This design comes from an exercise in tuning for small area on the open sky130 flow, not from production work.
Function was checked by simulation only, so behaviour that the tests miss may differ from the original.
Power and IR drop assume default switching activity.

**flow/constraint.sdc**
```tcl
create_clock -name core_clock -period 8.0 [get_ports {clk}]
set_input_delay 1.6000 -clock core_clock [delete_from_list [all_inputs] [get_ports {clk}]]
set_output_delay 1.6000 -clock core_clock [all_outputs]
set_load 0.01 [all_outputs]
```
**flow/design.v**
```verilog
module mtm_Alu (
    input  wire clk,    
    input  wire rst_n,  
    input  wire sin,    
    output reg  sout    
);
reg  [3:0]  bc;       
reg  [3:0]  pc;       
reg         err;      
reg         stp;      
reg         etype;    
reg         err_d, stp_d;
reg  [3:0]  lf;       
reg  [7:0]  cmd;      
reg  [31:0] X;
reg  [31:0] H;        
wire act     = !sin || (bc != 4'd11);
wire [3:0] b = (bc == 4'd11) ? 4'd0 : bc;
wire busy    = err || stp;
wire ferr    = (b == 4'd1 && pc != 4'd8 && sin) || (b == 4'd1 && pc == 4'd8 && !sin) ||
               (b == 4'd10 && !sin);
wire rx      = act && !busy && !ferr;            
wire pay     = rx && b >= 4'd2 && b <= 4'd9;    
wire last    = rx && b == 4'd10;                 
wire cmdstop = act && !busy && pc == 4'd8 && b == 4'd10;
wire        arith = cmd[6];
wire        sub   = cmd[4];
wire [32:0] sum   = {1'b0, X} + {1'b0, H ^ {32{sub}}} + {32'd0, sub};
wire [31:0] R     = arith ? sum[31:0] : (sub ? (X | H) : (X & H));
wire        cyr   = sum[32] ^ sub;
reg        sact;
reg  [2:0] spc;
reg  [3:0] sbc;
reg  [1:0] smode;     
reg  [2:0] oc;        
reg        z;
reg        fC, fR;
wire echoA5 = (cmd == 8'hA5);
wire echoC9 = (cmd == 8'hC9);
wire [2:0] code = err_d ? (etype ? 3'd6 : 3'd7) :
                  stp_d ? (!cmd[7] ? (cmd[5] ? 3'd5 : 3'd4) :
                           echoA5 ? 3'd6 : echoC9 ? 3'd7 : 3'd0) : 3'd0;
wire sdata = sact && spc != 3'd4 && sbc >= 4'd2 && sbc <= 4'd9;
reg  [7:0] cbyte;
always @* begin
    case (smode)
        2'd0: cbyte = {1'b0, fC, !fC && fR, z && arith, sub ? fC : fR, oc[2], oc[2], oc[2]};
        2'd1: cbyte = 8'h93;
        2'd2: cbyte = 8'hA5;
        default: cbyte = 8'hC9;
    endcase
end
wire cbit = cbyte[4'd9 - sbc];
reg  obit;
always @* begin
    if (sbc == 4'd0) obit = 1'b0;
    else if (sbc == 4'd1) obit = (spc == 3'd4);
    else if (sbc == 4'd10) obit = 1'b1;
    else if (spc != 3'd4) obit = H[31];
    else obit = cbit;
end
always @(posedge clk) begin
    if (!rst_n) begin
        bc <= 4'd11; pc <= 4'd0; err <= 1'b0; stp <= 1'b0;
        err_d <= 1'b0; stp_d <= 1'b0;
        sact <= 1'b0; sout <= 1'b1;
    end else begin
        err_d <= err;
        stp_d <= stp;
        if (act) begin
            if (busy) begin
                if (b != 4'd0) bc <= b - 4'd1;
                else begin
                    err <= 1'b0; stp <= 1'b0; bc <= 4'd11; pc <= 4'd0;
                end
            end else if (ferr) begin
                bc <= 4'd9; err <= 1'b1; etype <= 1'b0;
            end else if (b == 4'd10) begin
                bc <= 4'd11;
                if (pc != 4'd8) pc <= pc + 4'd1;
                else begin
                    pc <= 4'd0;
                    if (lf == 4'd0) begin stp <= 1'b1; bc <= 4'd1; end
                    else begin err <= 1'b1; bc <= 4'd9; etype <= 1'b1; end
                end
            end else bc <= b + 4'd1;
        end
        if (!sact) begin
            sout <= 1'b1;
            if (code != 3'd0) begin
                sact <= 1'b1;
                sbc <= 4'd0;
                spc <= (code == 3'd4) ? 3'd0 : 3'd4;
                smode <= code[1:0];
            end
        end else begin
            sout <= obit;
            if (sbc == 4'd10) begin
                sbc <= 4'd0;
                if (spc == 3'd4) sact <= 1'b0;
                else spc <= spc + 3'd1;
            end else sbc <= sbc + 4'd1;
        end
    end
end
always @(posedge clk) begin
    if (pc == 4'd0 && bc < 4'd9)
        lf <= 4'd0;
    else if (pay) begin
        lf <= {lf[2:0], 1'b0} ^ (lf[3] ? 4'b0011 : 4'b0000) ^
              (((pc == 4'd8 && b == 4'd2) || sin) ? ((pc == 4'd4 && b <= 4'd8) ? 4'b1111 : 4'b0011) : 4'b0000);
    end
    if (pay && pc == 4'd8) cmd <= {cmd[6:0], sin};
    if (pay && pc < 4'd4) X <= {X[30:0], sin};
    if (cmdstop) H <= R;
    else if ((pay && pc >= 4'd4 && pc < 4'd8) || sdata) H <= {H[30:0], sin};
    if (cmdstop) begin
        fC <= arith && cyr;
        fR <= arith && R[31];
    end
    if (!sact || (spc == 3'd0 && sbc <= 4'd2)) oc <= 3'd0;
    else if (sdata || (spc == 3'd4 && sbc >= 4'd2 && sbc <= 4'd6))
        oc <= {oc[1:0], 1'b0} ^ ((oc[2] ^ obit) ? 3'b011 : 3'b000);
    else if (spc == 3'd4 && sbc >= 4'd7 && sbc <= 4'd9)
        oc <= {oc[1:0], 1'b0};
    if (!sact) z <= 1'b1;
    else if (sdata) z <= z && !H[31];
end
endmodule
```
**flow/run.sh**
```bash
#!/bin/bash
# synth_recipe.tcl (not shown) runs the flow's synth.tcl, then flattens the netlist and writes it again
# the make line also repeats each setting of config.mk as NAME=value (left out here)
make -C /OpenROAD-flow-scripts/flow DESIGN_CONFIG=/design/flow/config.mk WORK_HOME=/design/flow/orfs CLKGATE_MAP_FILE= SYNTH_SCRIPT=/design/flow/synth_recipe.tcl finish
```
**flow/config.mk**
```make
export PLATFORM = sky130hd
export DESIGN_NAME = mtm_Alu
export DESIGN_NICKNAME = mtm_Alu
export VERILOG_FILES = /design/flow/design.v
export SDC_FILE = /design/flow/constraint.sdc
export NUM_CORES = 4
export LEC_CHECK = 0
export CAP_MARGIN = 20
export CORE_MARGIN = 2
export CORE_UTILIZATION = 40
export SLEW_MARGIN = 20
```
==> flow_summary.yaml <==
status:
  status: "finished clean"
flow_run:
  cap_violations: 0
die:
  die_x_um: 139
  core_area_sq_um: 18000
  ioPinCount: 4
  die-area_sq_um: 19400
  die-height_um: 139
  start_util_pct: 40.8
  rows: 49
global_routing:
  antenna_found_initial: 0
  grt_usage_pct: 15.6
  grt_pass1_vias: 5293
  grt_pass1_wl_um: 25400
  grt-ovfl-total: 0
  grt_max_degree: 70
clocking:
  postCtsSetupBuffers: 0
  cts.sinks: 106
  clk_latency_ns: 0.35
  htreeDepth: 3
  ctsResizeCount: 0
  numCtsBuffers: 9
  cts_tree: "done"
  ctsLongestPathBuffers: 2
  cts-root-buf: "clkbuf_16"
  cts_hold_buf: 0
  path_clk_slew_ns: 0.07
logic_synthesis:
  synth_area_sq_um: 7330
  synth_edf_count: 84
  synth_seq_cells: 106
  ys_async_sr_fraction_pct: 0
  yosysUniqueCellTypes: 71
  ys_dominant_reg_cell: "edfxtp_1"
  yosysWarnings: 1
  avgSynthCellArea_sq_um: 8.88
  syn-num-nets: 876
  yosysSeqAreaShare_pct: 40.4
  syn_inst: 825
place:
  pre_cts_slack_ns: 3.55
  placed_area_sq_um: 7550
  gp_congestion: 0.840
  place_hpwl_um: 10100
  port_buffers: 3
sta:
  fin_crit_sh_pct: 51.3
  final_max_slew_viol_count: 0
  rsz0062_at_grt: "no"
  setup_viol: 0
  final.setup.tns_ns: 0
  worst_slack_ns: 3.90
  final.min_clock_period_ns: 4.10
  hold_viol_final: 0
  skew_ns: 0.00687
  maxSlewHeadroom_pct: 46.2
  worst_slew_pin_slew_ns: 0.804
  fmax_ghz: 0.244
setup_path:
  start_kind: "input pin"
  arrival_ns: 4.10
  cp-end-kind: "register"
  crit_fanout: 32
  required_ns: 8.00
  crit_type: "input pin to register"
routing:
  wire_per_inst_um: 14.2
  ant_nets: 0
  vias: 5724
  avgViaCountPerCell: 5.50
  wl_um: 14800
  route.detailed.drc: 0
  first_iter_violations: 331
  drtPass1Iterations: 5
layout:
  diodes: 0
  post_route_cells_drive_above_1_share_pct: 5.30
  regArea_sq_um: 2960
  fin_area_sq_um: 7840
  fin_nets: 858
  multi_input_area_sq_um: 4120
  synthToLayoutAreaGrowth_pct: 7.05
  fillCellCount: 1726
power_and_ir_drop:
  peakVddDrop_v: 0.000191
  leakagePower_nw: 3.04
  power_density_nw_per_um2: 314
min_path:
  hold_path_class: "register to register"
## per-layer routing
| metal | global-route usage, % | part of all wire, % | vias up |
|---|---|---|---|
| met3 | 2.48 | 3.1 | 10 |
| met1 | 22.4 | 51 | 2653 |
| met5 | 0 | 0 | - |
| li1 | - | - | 2961 |
| met4 | 4.63 | 1.2 | 0 |
| met2 | 24.4 | 45 | 100 |
## critical path, cell delays in order
cell,delay [ns]
clkdlybuf4s50_1,0.59
xnor2_1,0.22
and3_1,0.22
nor2_2,0.28
nand3_1,0.39
o311ai_2,0.33
buf_4,0.46
## flip-flops by register name, summed over array words and instances, names as in the netlist, 3 cells and up
signal / cells
H: 32
bc: 4
pc: 4
lf: 4
sbc: 4
oc: 3
cmd: 8
spc: 3
X: 32
## power by group
part / leakage [nW] / switching, mW / internal (mW) / total [mW]
Sequential: 0.971 / 0.120 / 0.788 / 0.908
Combinational: 1.92 / 0.685 / 0.443 / 1.13
Clock: 0.146 / 0.200 / 0.230 / 0.429
## cell families (layout without fill, tap and decap cells)
kind of cell	Yosys count	in the layout	share of synthesized area (%)
muxes	8	8	1.18
xor gates and xnor gates	66	66	7.89
AOI/OAI and AO/OA	273	273	22.3
buffers and inverters	67	54	3.50
adders and majority gates	50	50	8.57
DFF	106	106	40.4
and+or+nand+nor	255	255	16.1
## Yosys cell counts (all sizes together) (7+ instances only)
cell | instances | area share, %
a21oi | 114 | 8.0
nand2 | 96 | 4.9
edfxtp | 84 | 34
o21ai | 80 | 5.6
nor2 | 65 | 3.4
xor2 | 50 | 6.0
ha | 47 | 8.0
clkbuf | 29 | 1.5
inv | 29 | 1.5
dfxtp | 22 | 6.0
nand3 | 20 | 1.4
a21o | 18 | 1.8
xnor2 | 16 | 1.9
nor3 | 15 | 1.0
and3 | 10 | 0.85
buf | 9 | 0.53
nor2b | 8 | 0.68
a31oi | 7 | 0.68
and2 | 7 | 0.63
nor4 | 7 | 0.60
## placed cells by master (no fill, tap or decap), drive strengths merged, types with 7 or more instances in the layout
cell / n
a21o: 18
a21oi: 114
a31oi: 7
and2: 7
and3: 10
clkbuf: 11
dfxtp: 22
edfxtp: 84
ha: 47
inv: 30
nand2: 96
nand3: 20
nor2: 65
nor2b: 8
nor3: 15
nor4: 7
o21ai: 80
xnor2: 16
xor2: 50
## worst paths after layout
| kind | start | to | slack (ns) | cells after the start |
|---|---|---|---|---|
| worst min-delay path | cmd[0]$_DFFE_PP_ | cmd[1]$_DFFE_PP_ | 0.46 | 0 |
| worst min register to register | cmd[0]$_DFFE_PP_ | cmd[1]$_DFFE_PP_ | 0.46 | 0 |
| worst max register to register | cmd[4]$_DFFE_PP_ | H[27]$_DFFE_PP_ | 4.37 | 12 |
| worst max-delay path | sin | H[15]$_DFFE_PP_ | 3.90 | 7 |
## through the flow
step                      utilization [%]  instances  hold slack, ns  power [mW]
after floorplan                         -        825           0.417        1.78
after global placement               42.0       1025           0.429        2.04
after detailed placement             42.0       1025           0.433        2.04
after CTS                            43.7       1041           0.454        2.48
after global routing                 43.7       1041           0.465        2.67
final                                43.7       1041           0.456        2.47
## cell type report
type                       instances  area share (%)
multi-input combinational        652            52.5
sequential                       106            37.8
tap                              229            3.65
clock buffer                      11            3.22
inverter                          29            1.39
timing repair buffer               9           0.957
clock inverter                     5           0.479

[static timing again, ports no longer ideal]
In the flow no input, the clock included, has a driving cell. The finished layout below was timed again as built, in two steps. Step 1 (the two cells are an assumption about what drives the block):
set clk [get_ports {clk}]
set_driving_cell -lib_cell sky130_fd_sc_hd__clkbuf_16 $clk
set_driving_cell -lib_cell sky130_fd_sc_hd__buf_2 [delete_from_list [all_inputs] $clk]
Step 2 moves the port delays by t, midway between the first and last clock arrival at a register: inputs arrive t later, outputs are due t later. That takes back most of the time a late clock gives input paths. Slacks: ideal ports / drivers / drivers and shift; pairs: ideal ports / drivers.
t, ns: 0.392
setup slack, ns: 3.899 / 3.923 / 3.532
latest minus earliest clock arrival (ns): 0.007 / 0.007
slew at the worst register clock pin (ns): 0.07 / 0.07
After both steps this run still meets setup and hold. For this run, drivers alone change the setup slack by +0.024 ns; drivers and shift together by -0.367 ns.
